This design comes from an exercise in tuning for small area and a short achievable clock period on the open sky130 flow, not from production work. The RTL was checked by simulation tests, not by an equivalence proof against the original design. Power and IR drop assume default switching activity.

Setup of v55:
## e203_exu_alu_dpath
module e203_exu_alu_dpath(
  input alu_req_alu,
  input alu_req_alu_add,
  input alu_req_alu_sub,
  input alu_req_alu_xor,
  input alu_req_alu_sll,
  input alu_req_alu_srl,
  input alu_req_alu_sra,
  input alu_req_alu_or,
  input alu_req_alu_and,
  input alu_req_alu_slt,
  input alu_req_alu_sltu,
  input alu_req_alu_lui,
  input [32-1:0] alu_req_alu_op1,
  input [32-1:0] alu_req_alu_op2,
  output [32-1:0] alu_req_alu_res,
  input bjp_req_alu,
  input [32-1:0] bjp_req_alu_op1,
  input [32-1:0] bjp_req_alu_op2,
  input bjp_req_alu_cmp_eq,
  input bjp_req_alu_cmp_ne,
  input bjp_req_alu_cmp_lt,
  input bjp_req_alu_cmp_gt,
  input bjp_req_alu_cmp_ltu,
  input bjp_req_alu_cmp_gtu,
  input bjp_req_alu_add,
  output bjp_req_alu_cmp_res,
  output [32-1:0] bjp_req_alu_add_res,
  input agu_req_alu,
  input [32-1:0] agu_req_alu_op1,
  input [32-1:0] agu_req_alu_op2,
  input agu_req_alu_swap,
  input agu_req_alu_add,
  input agu_req_alu_and,
  input agu_req_alu_or,
  input agu_req_alu_xor,
  input agu_req_alu_max,
  input agu_req_alu_min,
  input agu_req_alu_maxu,
  input agu_req_alu_minu,
  output [32-1:0] agu_req_alu_res,
  input agu_sbf_0_ena,
  input [32-1:0] agu_sbf_0_nxt,
  output [32-1:0] agu_sbf_0_r,
  input agu_sbf_1_ena,
  input [32-1:0] agu_sbf_1_nxt,
  output [32-1:0] agu_sbf_1_r,
  input clk,
  input rst_n
);
localparam W = 32;
wire alu = alu_req_alu;
wire bjp = bjp_req_alu;
wire agu = agu_req_alu;
wire op_sub = (alu & (alu_req_alu_sub | alu_req_alu_slt | alu_req_alu_sltu))
            | (bjp & ~bjp_req_alu_add)
            | (agu & (agu_req_alu_max | agu_req_alu_min | agu_req_alu_maxu | agu_req_alu_minu));
wire e_c = (alu & (alu_req_alu_add | alu_req_alu_sub | alu_req_alu_lui))
         | (bjp & bjp_req_alu_add)
         | (agu & (agu_req_alu_add | agu_req_alu_swap));
wire op_or  = (alu & alu_req_alu_or)  | (agu & agu_req_alu_or);
wire op_and = (alu & alu_req_alu_and) | (agu & agu_req_alu_and);
  ...
export LEC_CHECK = 0
export CAP_MARGIN = 20
export CORE_MARGIN = 2
export CORE_UTILIZATION = 40
export SETUP_SLACK_MARGIN = 2.0
export SLEW_MARGIN = 20
create_clock -name core_clock -period 8.5 [get_ports {clk}]
standard.sh (not shown) runs the stock make flow with config.mk's settings and CLKGATE_MAP_FILE= SYNTH_SCRIPT=/design/flow/synth_recipe.tcl, a recipe that flattens the netlist after the stock synthesis.
==> flow/flow/run.sh <==
#!/bin/bash
set -euo pipefail
export BUFFER_PORTS_ARGS="-buffer_cell sky130_fd_sc_hd__buf_1"
bash standard.sh > standard_flow.log 2>&1
v55 ran to completion and came out clean on the timing, DRC and antenna checks.
diff inputs: v55 => v19
==> flow/flow/run.sh <==
#!/bin/bash
# Layout flow: the standard flow (standard.sh) with two changes:
#  - synthesis is the standard script (synth_recipe.tcl: same passes, flatten,
#    renames) except that ABC maps the logic with flow/abc.script;
#  - every port gets a buffer (as standard), but the plain buf_1 rather than
#    the delay cell buffer_ports picks by default.
set -euo pipefail
HERE=$(pwd)
export BUFFER_PORTS_ARGS="-buffer_cell sky130_fd_sc_hd__buf_1"
export MY_ABC_SCRIPT="$HERE/flow/abc.script"
make -C "$FLOW_HOME" DESIGN_CONFIG="$HERE/config.mk" WORK_HOME="$HERE/orfs" CLKGATE_MAP_FILE= \
  SYNTH_SCRIPT="$HERE/flow/synth.tcl" synth > "$HERE/synth_make.log" 2>&1
bash standard.sh > "$HERE/standard_flow.log" 2>&1
==> flow/flow/abc.script (new file) <==
strash
dch
map
buffer
upsize
dnsize
==> flow/flow/synth.tcl (new file) <==
# synth_recipe.tcl, with ABC's mapping script replaced by MY_ABC_SCRIPT.
proc synth {args} { yosys synth -nofsm -noshare {*}$args }
proc abc {args} {
  set i [lsearch -exact $args -script]
  if {$i >= 0 && [info exists ::env(MY_ABC_SCRIPT)]} { lset args [expr {$i + 1}] $::env(MY_ABC_SCRIPT) }
  puts "abc (own script): $args"
  yosys abc {*}$args
}
source $::env(SCRIPTS_DIR)/synth.tcl
# left out here: clear keep_hierarchy, flatten, clean up, hide names made inside functions, write 1_2_yosys.v
diff --git a/flow/config.mk b/flow/config.mk
--- a/flow/config.mk
+++ b/flow/config.mk
@@ -9,4 +9,4 @@
 export CORE_MARGIN = 2
 export CORE_UTILIZATION = 40
-export SETUP_SLACK_MARGIN = 2.0
+export SETUP_SLACK_MARGIN = 0.8
 export SLEW_MARGIN = 20
Going from v55 to v19, synthesized cell count went up by about 32%, number of fillers in the final layout higher, core occupancy in the finished layout moved down.
Relative to v19, the following input files were edited for v30:
==> flow/flow/run.sh <==
#!/bin/bash
set -euo pipefail
export BUFFER_PORTS_ARGS="-buffer_cell sky130_fd_sc_hd__buf_1"
bash standard.sh > standard_flow.log 2>&1
diff --git a/flow/config.mk b/flow/config.mk
--- a/flow/config.mk
+++ b/flow/config.mk
@@ -9,4 +9,4 @@
 export CORE_MARGIN = 2
 export CORE_UTILIZATION = 40
-export SETUP_SLACK_MARGIN = 0.8
+export SETUP_SLACK_MARGIN = 0.3
 export SLEW_MARGIN = 20
removed: flow/flow/abc.script
removed: flow/flow/synth.tcl
==> comparison <==
Comparing power for v19 and v30, the bigger number came from v30. Routed wire length per instance came out higher on v30 than on v19. Routed wire length, v19 and v30: smaller value in v30. Looking at minimum clock period, v30 sits 0.61 ns above v19. Of the two values seen for worst setup path startpoint, agu_req_alu_min was produced by v19 and bjp_req_alu by v30.
Input changes introduced in v2 (baseline for comparison: v30):
==> flow/run.sh (new file) <==
#!/bin/bash
# synth_recipe.tcl (not shown) runs the flow's synth.tcl, then flattens the netlist and writes it again
# the make line also repeats each setting of config.mk as NAME=value (left out here)
make -C /OpenROAD-flow-scripts/flow DESIGN_CONFIG=/design/flow/config.mk WORK_HOME=/design/flow/orfs CLKGATE_MAP_FILE= SYNTH_SCRIPT=/design/flow/synth_recipe.tcl finish
removed: flow/flow/run.sh
removed: flow/standard.sh
Results
- Comparing v30 and v2, final critical-path share of the clock period is lower on v30.
- In the reports for v30 and v2, the smaller placement-stage worst setup slack belongs to v2.
- Measured against v2, the routed length on met1 of v30 comes out at 0.930 times the reference value.
- On hold buffer count at cts, v2 tracks v30 almost exactly.
- Number of antenna violations at the first check in global routing in v2 is 1 below v30.
- Compared with v30, v2 shows a higher post-route core utilization.
- v30 → v2: combinational share of power rose by 8.8 points, worst setup slack fell by 0.13 ns.
Here is what was changed in the inputs of v17 compared with v2.
==> flow/flow/run.sh (new file) <==
#!/bin/bash
set -euo pipefail
export BUFFER_PORTS_ARGS="-buffer_cell sky130_fd_sc_hd__buf_1"
bash standard.sh > standard_flow.log 2>&1
==> flow/standard.sh (new file) <==
#!/bin/bash
# synth_recipe.tcl (not shown) runs the flow's synth.tcl, then flattens the netlist and writes it again
# the make line also repeats each setting of config.mk as NAME=value (left out here)
make -C /OpenROAD-flow-scripts/flow DESIGN_CONFIG=/design/flow/config.mk WORK_HOME=/design/flow/orfs CLKGATE_MAP_FILE= SYNTH_SCRIPT=/design/flow/synth_recipe.tcl "${@:-finish}"
diff --git a/flow/config.mk b/flow/config.mk
--- a/flow/config.mk
+++ b/flow/config.mk
@@ -9,4 +9,4 @@
 export CORE_MARGIN = 2
 export CORE_UTILIZATION = 40
-export SETUP_SLACK_MARGIN = 0.3
+export SETUP_SLACK_MARGIN = 1.3
 export SLEW_MARGIN = 20
removed: flow/run.sh
--- outcome ---
v17 vs v2, start point of the critical path: alu_req_alu vs alu_req_alu_lui
Compared with v2, v17 ends up with less cell area.
On worst hold slack: between v2 and v17, it ends up higher for v2.
Changes observed in v17 relative to v2: HPWL after detailed placement decreased by 5.8% relative to the old numbers, number of buffers added for setup after CTS increased by 49 relative to the old numbers, total power draw increased by 0.0089 mW relative to the old numbers, first-pass GRT wire length decreased by about 3.2% relative to the old numbers.
| proportion of layout cells with a drive suffix above 1 | v17 vs v2 | 9.7 points higher |
Going from v2 to v17, share of the final layout cell area in multi-input gates grew by 9.2 points, maximum frequency from static timing analysis now larger, sequential share of layout area up 1.3 points.
diff inputs: v17 => v31
diff --git a/flow/config.mk b/flow/config.mk
--- a/flow/config.mk
+++ b/flow/config.mk
@@ -9,4 +9,4 @@
 export CORE_MARGIN = 2
 export CORE_UTILIZATION = 40
-export SETUP_SLACK_MARGIN = 1.3
+export SETUP_SLACK_MARGIN = 0.8
 export SLEW_MARGIN = 20
==> results.txt <==
The timing startpoint of the critical path comes out alu_req_alu in one run and bjp_req_alu in the other, namely in v17 and v31 respectively. Between v31 and v17, it is v31 whose maximum number of pins on one net before global-route repair is higher, by about 17%. Summary of v31 over v17: highest cell delay on the worst timing path now larger, clock-pin slew on the worst setup and hold paths comparable, final-layout non-clock buffer area share now smaller, number of cells on the critical path now smaller. Comparing v17 and v31, the lower initial antenna violation count was measured on v17. Compared with v17, the router placed fewer vias in v31. The global-route usage of v31 falls short of that of v17 by 2.0 points.


lane 1:
e203_exu_alu_dpath, a different RTL version from the one above (not shown whole).
Size in the first run: roughly 1200 cells after synthesis, ~64 flip-flops, about 0.0085 mm² of cells after synthesis.
// e203_exu_alu_dpath
module e203_exu_alu_dpath(
  input alu_req_alu,
  input alu_req_alu_add,
  input alu_req_alu_sub,
  input alu_req_alu_xor,
  input alu_req_alu_sll,
  input alu_req_alu_srl,
  input alu_req_alu_sra,
  input alu_req_alu_or,
  input alu_req_alu_and,
  input alu_req_alu_slt,
  input alu_req_alu_sltu,
  input alu_req_alu_lui,
  input [32-1:0] alu_req_alu_op1,
  input [32-1:0] alu_req_alu_op2,
  output [32-1:0] alu_req_alu_res,
  input bjp_req_alu,
  input [32-1:0] bjp_req_alu_op1,
  input [32-1:0] bjp_req_alu_op2,
  input bjp_req_alu_cmp_eq,
  input bjp_req_alu_cmp_ne,
  input bjp_req_alu_cmp_lt,
  input bjp_req_alu_cmp_gt,
  input bjp_req_alu_cmp_ltu,
  input bjp_req_alu_cmp_gtu,
  input bjp_req_alu_add,
  output bjp_req_alu_cmp_res,
  output [32-1:0] bjp_req_alu_add_res,
  input agu_req_alu,
  input [32-1:0] agu_req_alu_op1,
  input [32-1:0] agu_req_alu_op2,
  input agu_req_alu_swap,
  input agu_req_alu_add,
  input agu_req_alu_and,
  input agu_req_alu_or,
  input agu_req_alu_xor,
  input agu_req_alu_max,
  input agu_req_alu_min,
  input agu_req_alu_maxu,
  input agu_req_alu_minu,
  output [32-1:0] agu_req_alu_res,
  input agu_sbf_0_ena,
  input [32-1:0] agu_sbf_0_nxt,
  output [32-1:0] agu_sbf_0_r,
  input agu_sbf_1_ena,
  input [32-1:0] agu_sbf_1_nxt,
  output [32-1:0] agu_sbf_1_r,
  input clk,
  input rst_n
);
clock: 8.5 ns
lec_check: 0
cap_margin: 20
core_margin: 2
core_utilization: 40
cts_buf_list: sky130_fd_sc_hd__clkbuf_8
setup_slack_margin: 1.5
slew_margin: 20
==> flow/flow/run.sh <==
#!/bin/bash
# Layout flow: the standard flow (standard.sh) with two changes:
#  - synthesis is the standard script (synth_recipe.tcl: same passes, then
#    flatten and renames) except for the ABC mapping scripts (see synth.tcl);
#  - every port gets a buffer, as standard, but the plain buf_1 rather than
#    the delay cell buffer_ports picks by default.
set -euo pipefail
HERE=$(pwd)
export BUFFER_PORTS_ARGS="-buffer_cell sky130_fd_sc_hd__buf_1"
export MY_ABC_SCRIPT="$HERE/flow/abc.script"
if [[ -f "$HERE/flow/abc_sh.script" ]]; then
  export MY_ABC_SCRIPT_SH="$HERE/flow/abc_sh.script"
  export SYNTH_KEEP_MODULES="e203_alu_shifter"
fi
make -C "$FLOW_HOME" DESIGN_CONFIG="$HERE/config.mk" WORK_HOME="$HERE/orfs" CLKGATE_MAP_FILE= \
  SYNTH_SCRIPT="$HERE/flow/synth.tcl" synth > "$HERE/synth_make.log" 2>&1
unset SYNTH_KEEP_MODULES MY_ABC_SCRIPT MY_ABC_SCRIPT_SH
bash standard.sh > "$HERE/standard_flow.log" 2>&1
==> flow/flow/abc.script <==
strash
dch
map
buffer
upsize
dnsize
==> flow/flow/abc_sh.script <==
strash
&get -n
&fraig -x
&put
scorr
dc2
strash
&get -n
&dch -f
&nf -R 1000
&put
buffer
upsize
dnsize
==> flow/flow/synth.tcl <==
# synth_recipe.tcl, with ABC's mapping script replaced: flow/abc.script for the
# top module and, when the design keeps a shifter module apart
# (SYNTH_KEEP_MODULES), flow/abc_sh.script for that module. Everything is
# flattened at the end exactly as synth_recipe.tcl does.
proc synth {args} { yosys synth -nofsm -noshare {*}$args }
proc abc {args} {
  set i [lsearch -exact $args -script]
  set top $args
  lset top [expr {$i + 1}] $::env(MY_ABC_SCRIPT)
  if {[info exists ::env(MY_ABC_SCRIPT_SH)] && [info exists ::env(SYNTH_KEEP_MODULES)]} {
    set sh $args
    lset sh [expr {$i + 1}] $::env(MY_ABC_SCRIPT_SH)
    foreach m $::env(SYNTH_KEEP_MODULES) { yosys abc {*}$sh $m }
    yosys abc {*}$top $::env(DESIGN_NAME)
  } else {
    yosys abc {*}$top
  }
}
source $::env(SCRIPTS_DIR)/synth.tcl
# left out here: clear keep_hierarchy, flatten, clean up, hide names made inside functions, write 1_2_yosys.v
Input changes introduced in lane 2 (baseline for comparison: lane 1):
# lane 1
export LEC_CHECK = 0
export CAP_MARGIN = 20
export CORE_MARGIN = 2
export CORE_UTILIZATION = 40
export CTS_BUF_LIST = sky130_fd_sc_hd__clkbuf_8
export SETUP_SLACK_MARGIN = 1.5
export SLEW_MARGIN = 20
create_clock -name core_clock -period 8.5 [get_ports {clk}]
# lane 2
export LEC_CHECK = 0
export CAP_MARGIN = 20
export CORE_MARGIN = 2
export CORE_UTILIZATION = 40
export CTS_BUF_LIST = sky130_fd_sc_hd__clkbuf_8
export SETUP_SLACK_MARGIN = 1.3
export SLEW_MARGIN = 20
create_clock -name core_clock -period 8.5 [get_ports {clk}]
==> flow/flow/abc.script <==
strash
dch -f
map
topo
buffer
upsize
dnsize
[summary]
End point of the critical path: agu_req_alu_res[27] -> lane 2, agu_req_alu_res[23] -> lane 1. Maximum VDD drop (lane 2 vs. lane 1) decreases slightly. The weighted congestion reported at the end of routability-driven placement on lane 2 is in line with that on lane 1. Summary of lane 2 over lane 1: cell area down about 5%; net switching fraction of the power up 0.69 points; initial antenna violation count up 1; clock transition time at the flip-flop clock pins of the worst setup and hold paths flat. Any difference in cell count between lane 2 and lane 1 is small enough to ignore. Lane 1 -> lane 2: worst hold path depth delta 0, exact match. Summary of the comparison: met2 wire length is lower in lane 2, relative to lane 1. Against lane 1 as the reference, lane 2 delivers a lower critical path depth. Lane 2: overall power after layout lower than lane 1. For lane 1, the main combinational cell family by area after synthesis was compound AO/OA/AOI/OAI gates, unlike lane 2, where it was simple AND/OR/NAND/NOR gates.
What lane 3 does differently from lane 2 at the input level:
# lane 2
export LEC_CHECK = 0
export CAP_MARGIN = 20
export CORE_MARGIN = 2
export CORE_UTILIZATION = 40
export CTS_BUF_LIST = sky130_fd_sc_hd__clkbuf_8
export SETUP_SLACK_MARGIN = 1.3
export SLEW_MARGIN = 20
create_clock -name core_clock -period 8.5 [get_ports {clk}]
# lane 3
export LEC_CHECK = 0
export CAP_MARGIN = 20
export CORE_MARGIN = 2
export CORE_UTILIZATION = 40
export CTS_BUF_LIST = sky130_fd_sc_hd__clkbuf_8
export SETUP_SLACK_MARGIN = 1.9
export SLEW_MARGIN = 20
create_clock -name core_clock -period 8.5 [get_ports {clk}]
--- a/flow/flow/run.sh
+++ b/flow/flow/run.sh
@@ -1,8 +1,10 @@
 #!/bin/bash
-# Layout flow: the standard flow (standard.sh) with two changes:
+# Layout flow: the standard flow (standard.sh) with these changes:
 #  - synthesis is the standard script (synth_recipe.tcl: same passes, then
 #    flatten and renames) except for the ABC mapping scripts (see synth.tcl);
 #  - every port gets a buffer, as standard, but the plain buf_1 rather than
-#    the delay cell buffer_ports picks by default.
+#    the delay cell buffer_ports picks by default;
+#  - extra make variables for the layout steps, if flow/make_args.txt exists
+#    (e.g. letting timing repair resize cells across footprints).
 set -euo pipefail
 HERE=$(pwd)
@@ -16,3 +18,7 @@
   SYNTH_SCRIPT="$HERE/flow/synth.tcl" synth > "$HERE/synth_make.log" 2>&1
 unset SYNTH_KEEP_MODULES MY_ABC_SCRIPT MY_ABC_SCRIPT_SH
-bash standard.sh > "$HERE/standard_flow.log" 2>&1
+EXTRA=()
+if [[ -f "$HERE/flow/make_args.txt" ]]; then
+  read -r -a EXTRA < "$HERE/flow/make_args.txt"
+fi
+bash standard.sh "${EXTRA[@]}" finish > "$HERE/standard_flow.log" 2>&1
==> flow/flow/make_args.txt (new file) <==
MATCH_CELL_FOOTPRINT=0
### Flow results
- Lane 3 -> lane 2: hold slack flat
- Comparing lane 2 against lane 3, there is no change at all in total nets after synthesis.
- Leakage power total, lane 3 and lane 2, higher one = lane 3.
- Lane 3 -> lane 2: routability-driven placement congestion ratio delta 0, exact match
- In the reports for lane 3 and lane 2, the smaller met3 routed wirelength belongs to lane 2.
- Higher global routing usage on met1 goes to lane 3 over lane 2.
- Routed wire in lane 3 totals more than in lane 2.
Changes in lane 4 relative to lane 3:
# lane 3
export LEC_CHECK = 0
export CAP_MARGIN = 20
export CORE_MARGIN = 2
export CORE_UTILIZATION = 40
export CTS_BUF_LIST = sky130_fd_sc_hd__clkbuf_8
export SETUP_SLACK_MARGIN = 1.9
export SLEW_MARGIN = 20
create_clock -name core_clock -period 8.5 [get_ports {clk}]
# lane 4
export LEC_CHECK = 0
export CAP_MARGIN = 20
export CORE_MARGIN = 2
export CORE_UTILIZATION = 40
export CTS_BUF_LIST = sky130_fd_sc_hd__clkbuf_8
export SETUP_SLACK_MARGIN = 1.0
export SLEW_MARGIN = 20
create_clock -name core_clock -period 8.5 [get_ports {clk}]
==> flow/flow/run.sh <==
#!/bin/bash
# Layout flow: the standard flow (standard.sh) with two changes:
#  - synthesis is the standard script (synth_recipe.tcl: same passes, then
#    flatten and renames) except for the ABC mapping scripts (see synth.tcl);
#  - every port gets a buffer, as standard, but the plain buf_1 rather than
#    the delay cell buffer_ports picks by default.
set -euo pipefail
HERE=$(pwd)
export BUFFER_PORTS_ARGS="-buffer_cell sky130_fd_sc_hd__buf_1"
export MY_ABC_SCRIPT="$HERE/flow/abc.script"
if [[ -f "$HERE/flow/abc_sh.script" ]]; then
  export MY_ABC_SCRIPT_SH="$HERE/flow/abc_sh.script"
  export SYNTH_KEEP_MODULES="e203_alu_shifter"
fi
make -C "$FLOW_HOME" DESIGN_CONFIG="$HERE/config.mk" WORK_HOME="$HERE/orfs" CLKGATE_MAP_FILE= \
  SYNTH_SCRIPT="$HERE/flow/synth.tcl" synth > "$HERE/synth_make.log" 2>&1
unset SYNTH_KEEP_MODULES MY_ABC_SCRIPT MY_ABC_SCRIPT_SH
bash standard.sh > "$HERE/standard_flow.log" 2>&1
==> flow/flow/abc.script <==
strash
dch
amap
buffer
upsize
dnsize
removed: flow/flow/make_args.txt
Notes after the runs:
Mean number of vias per cell, lane 4 vs lane 3: up by a few percent. Lane 4 vs lane 3 — post-route cell area dropped 11%. Going from lane 3 to lane 4, total length of routed met3 wires grows by 1500 µm. Lane 3 leaves more setup margin than lane 4. The post-cts repair resize count number comes out higher for lane 3 vs lane 4. The portion of netlist area occupied by mux cells of lane 3 and that of lane 4 are within noise of each other. On lane 4: proportion of power drawn by combinational gates is 7.0 points lower than what lane 3 gave. The run showing the smaller fraction of final layout cells sized beyond drive strength 1 is lane 4. Lane 4: area growth from synthesis to final layout 4.5 points below lane 3. Lower met1 capacity usage during global routing among lane 4 and lane 3: lane 3. Looking at lane 4 and lane 3, the power of the sequential group is a wash.
Input-level comparison between lane 5 and lane 4:
# lane 4
export LEC_CHECK = 0
export CAP_MARGIN = 20
export CORE_MARGIN = 2
export CORE_UTILIZATION = 40
export CTS_BUF_LIST = sky130_fd_sc_hd__clkbuf_8
export SETUP_SLACK_MARGIN = 1.0
export SLEW_MARGIN = 20
create_clock -name core_clock -period 8.5 [get_ports {clk}]
# lane 5
export LEC_CHECK = 0
export CAP_MARGIN = 20
export CORE_MARGIN = 2
export CORE_UTILIZATION = 40
export CTS_BUF_LIST = sky130_fd_sc_hd__clkbuf_8
export SETUP_SLACK_MARGIN = 1.6
export SLEW_MARGIN = 20
create_clock -name core_clock -period 8.5 [get_ports {clk}]
--- a/flow/flow/run.sh
+++ b/flow/flow/run.sh
@@ -1,8 +1,10 @@
 #!/bin/bash
-# Layout flow: the standard flow (standard.sh) with two changes:
+# Layout flow: the standard flow (standard.sh) with these changes:
 #  - synthesis is the standard script (synth_recipe.tcl: same passes, then
 #    flatten and renames) except for the ABC mapping scripts (see synth.tcl);
 #  - every port gets a buffer, as standard, but the plain buf_1 rather than
-#    the delay cell buffer_ports picks by default.
+#    the delay cell buffer_ports picks by default;
+#  - extra make variables for the layout steps, if flow/make_args.txt exists
+#    (e.g. letting timing repair resize cells across footprints).
 set -euo pipefail
 HERE=$(pwd)
@@ -16,3 +18,7 @@
   SYNTH_SCRIPT="$HERE/flow/synth.tcl" synth > "$HERE/synth_make.log" 2>&1
 unset SYNTH_KEEP_MODULES MY_ABC_SCRIPT MY_ABC_SCRIPT_SH
-bash standard.sh > "$HERE/standard_flow.log" 2>&1
+EXTRA=()
+if [[ -f "$HERE/flow/make_args.txt" ]]; then
+  read -r -a EXTRA < "$HERE/flow/make_args.txt"
+fi
+bash standard.sh "${EXTRA[@]}" finish > "$HERE/standard_flow.log" 2>&1
==> flow/flow/abc.script <==
strash
dch -f
map
topo
buffer
upsize
dnsize
==> flow/flow/make_args.txt (new file) <==
MATCH_CELL_FOOTPRINT=0
[summary]
Against lane 4, lane 5 comes in 12 points lower on post-route clock period utilization.
Lane 5 ends up with a vertical die dimension that is 4.0% higher than in lane 4.
Against lane 4, lane 5 reports a area after synthesis that is higher.
Delta(total detailed-routing wirelength, lane 5 - lane 4) < 0
For lane 4, the critical path launch point was agu_req_alu_minu, unlike lane 5, where it was agu_req_alu.
Of lane 4 and lane 5, lane 5 shows the lower power in combinational cells, with lane 4 above it.

-- re-timing with driven ports --
How much do the figures lean on ideal ports? The routed layouts below were timed once more, with nothing changed but the port constraints. Step 1: set_driving_cell puts a clkbuf_16 on clk and a buf_2 on each other input, an assumption about the parent block. Step 2 moves the port delays by t, midway between the first and last clock arrival at a register: inputs arrive t later, outputs are due t later. That takes back most of the time a late clock gives input paths. a / b / c = ideal ports / drivers / drivers and shift; a / b = the first two.
| run | t (ns) | setup WS [ns] | worst setup path at the end | pins driven straight from the clock port |
|---|---|---|---|---|
| v55 | 0.364 | 1.016 / 0.970 / 0.970 | input to output | 1 |
| v19 | 0.357 | 1.052 / 1.009 / 1.009 | input to output | 1 |
| v30 | 0.363 | 0.447 / 0.389 / 0.389 | input to output | 1 |
| v2 | 0.358 | 0.316 / 0.282 / 0.282 | input to output | 1 |
| v17 | 0.361 | 1.228 / 1.159 / 1.159 | input to output | 1 |
| v31 | 0.361 | 0.875 / 0.848 / 0.848 | input to output | 1 |
| lane 1 | 0.365 | 1.540 / 1.517 / 1.517 | input to output | 1 |
| lane 2 | 0.354 | 1.394 / 1.369 / 1.369 | input to output | 1 |
| lane 3 | 0.355 | 1.681 / 1.645 / 1.645 | input to output | 1 |
| lane 4 | 0.377 | 0.655 / 0.621 / 0.621 | input to output | 1 |
| lane 5 | 0.354 | 1.708 / 1.676 / 1.676 | input to output | 1 |
After both steps every run listed still meets setup and hold. For v17, which loses most, drivers alone change the setup slack by -0.069 ns; drivers and shift together by -0.069 ns.
